Context: an optimization exercise on an open-source flow, tuned for small area. The choices shown serve that exercise and are no tape-out recipe. In this exercise RTL edits were held to simulation tests only and were not proved equivalent to the original. Power is estimated from default activity; no workload was simulated.

// calc_lab10
module calc_lab10(
        input [15:0] sw,
        input btnC, btnD, btnU, clk,
        output [15:0] led,
        output [6:0] seg,
        output [3:0] an,
        output dp
    );
export LEC_CHECK = 0
export CAP_MARGIN = 20
export CORE_MARGIN = 2
export CORE_UTILIZATION = 40
export SLEW_MARGIN = 20
create_clock -name core_clock -period 20.0 [get_ports {clk}]
standard.sh (not shown) runs the stock make flow with config.mk's settings and CLKGATE_MAP_FILE= SYNTH_SCRIPT=/design/flow/synth_recipe.tcl, a recipe that flattens the netlist after the stock synthesis.
==> flow/flow/run.sh <==
#!/bin/bash
# Own layout flow: the standard ORFS flow (standard.sh) with
#  - synthesis through flow/my_synth.tcl, which is synth_recipe.tcl with an
#    area-oriented ABC script (flow/area.abc) and no adder extraction; the
#    script is tried with 8 deepsyn seeds and the seed giving the smallest
#    synthesized area is used for the layout,
#  - minimum-size port buffers, small clock buffers and no CTS dummy loads.
# Each make run writes its full logs under its WORK_HOME's logs/ folder
# (trial_N/ for the seed trials, orfs/ for the layout); make's own output
# goes to trial_N.log and flow_make.log.
set -euo pipefail
W=$PWD
SYN_ARGS=(SYNTH_SCRIPT=$W/flow/my_synth.tcl ABC_AREA=1 ADDER_MAP_FILE=)
SEED_BATCHES=("1 2 3 4" "5 6 7 8")
CTS="-sink_clustering_enable -repair_clock_nets -dont_use_dummy_load -buf_list {sky130_fd_sc_hd__clkbuf_1 sky130_fd_sc_hd__clkbuf_2 sky130_fd_sc_hd__clkbuf_4}"
[[ -f $W/flow/settings.sh ]] && source $W/flow/settings.sh

best_seed=1
best_area=
for batch in "${SEED_BATCHES[@]}"; do
  for s in $batch; do
    sed "s/SEED/$s/" $W/flow/area.abc > $W/area_$s.abc
    MY_ABC_SCRIPT=$W/area_$s.abc bash standard.sh WORK_HOME=$W/trial_$s \
      "${SYN_ARGS[@]}" synth > $W/trial_$s.log 2>&1 &
  done
  wait
done
for s in ${SEED_BATCHES[@]}; do
  f=$W/trial_$s/reports/sky130hd/calc_lab10/base/synth_stat.txt
  [[ -f $f ]] || continue
  a=$(grep "Chip area for module" $f | tail -1 | awk '{print $NF}')
  echo "seed $s: synth area $a" | tee -a $W/seeds.log
  if [[ -z "$best_area" ]] || awk "BEGIN{exit !($a < $best_area)}"; then
    best_area=$a; best_seed=$s
  fi
done
echo "using seed $best_seed ($best_area)" | tee -a $W/seeds.log

export MY_ABC_SCRIPT=$W/area_$best_seed.abc
bash standard.sh \
  "${SYN_ARGS[@]}" \
  "BUFFER_PORTS_ARGS=-buffer_cell sky130_fd_sc_hd__buf_1" \
  "CTS_ARGS=$CTS" \
  finish > $W/flow_make.log 2>&1
grep "Chip area for module" $W/orfs/reports/sky130hd/calc_lab10/base/synth_stat.txt | tee -a $W/seeds.log
==> flow/flow/settings.sh <==
SEED_BATCHES=("1")
CTS="-sink_clustering_enable -repair_clock_nets -dont_use_dummy_load -buf_list {sky130_fd_sc_hd__clkbuf_8} -sink_clustering_size 40 -sink_clustering_max_diameter 300"
Other scripts of this flow, unchanged in this note and not shown: flow/flow/area.abc, flow/flow/my_synth.tcl
The first run finished clean.
==> next run, changes <==
--- a/flow/flow/run.sh
+++ b/flow/flow/run.sh
@@ -3,7 +3,8 @@
 #  - synthesis through flow/my_synth.tcl, which is synth_recipe.tcl with an
 #    area-oriented ABC script (flow/area.abc) and no adder extraction; the
-#    script is tried with 8 deepsyn seeds and the seed giving the smallest
+#    script is tried with 12 deepsyn seeds and the seed giving the smallest
 #    synthesized area is used for the layout,
-#  - minimum-size port buffers, small clock buffers and no CTS dummy loads.
+#  - minimum-size port buffers, small clock buffers and no CTS dummy loads,
+#  - 65% core utilization.
 # Each make run writes its full logs under its WORK_HOME's logs/ folder
 # (trial_N/ for the seed trials, orfs/ for the layout); make's own output
@@ -12,7 +13,7 @@
 W=$PWD
 SYN_ARGS=(SYNTH_SCRIPT=$W/flow/my_synth.tcl ABC_AREA=1 ADDER_MAP_FILE=)
-SEED_BATCHES=("1 2 3 4" "5 6 7 8")
+SEED_BATCHES=("1 2 3 4" "5 6 7 8" "9 10 11 12")
 CTS="-sink_clustering_enable -repair_clock_nets -dont_use_dummy_load -buf_list {sky130_fd_sc_hd__clkbuf_1 sky130_fd_sc_hd__clkbuf_2 sky130_fd_sc_hd__clkbuf_4}"
-[[ -f $W/flow/settings.sh ]] && source $W/flow/settings.sh
+EXTRA=(CORE_UTILIZATION=65)
 
 best_seed=1
@@ -42,4 +43,5 @@
   "BUFFER_PORTS_ARGS=-buffer_cell sky130_fd_sc_hd__buf_1" \
   "CTS_ARGS=$CTS" \
+  "${EXTRA[@]}" \
   finish > $W/flow_make.log 2>&1
 grep "Chip area for module" $W/orfs/reports/sky130hd/calc_lab10/base/synth_stat.txt | tee -a $W/seeds.log
removed: flow/flow/settings.sh
After rerunning:
- The new run completed with no timing, DRC or antenna violations
- power came out lower by 7.9%
- global-route usage came out higher by 9.5 points
- worst setup slack degrades by 0.77 ns

==> port drivers added, routing unchanged <==
The results above use ideal ports. As a check the final layouts listed here were re-extracted and re-timed, cells and wires unchanged.
Step 1 assumes that a clkbuf_16 drives the clock port and a buf_2 every other input.
Step 2 also shifts input and output timing later by t, the mid clock arrival at the registers, as if the neighbouring blocks saw the same clock.
a / b / c = ideal ports / drivers / drivers and shift; a / b = the first two.
| run | t (ns) | setup slack, ns | hold slack, ns | worst data-port slew with drivers (ns) |
|---|---|---|---|---|
| the first run | 0.304 | 9.535 / 9.510 / 9.814 | 0.357 / 0.357 / 0.357 | 0.04 |
| the second run | 0.361 | 8.767 / 8.740 / 9.100 | 0.355 / 0.355 / 0.355 | 0.04 |
After both steps setup and hold are still met in every run listed.
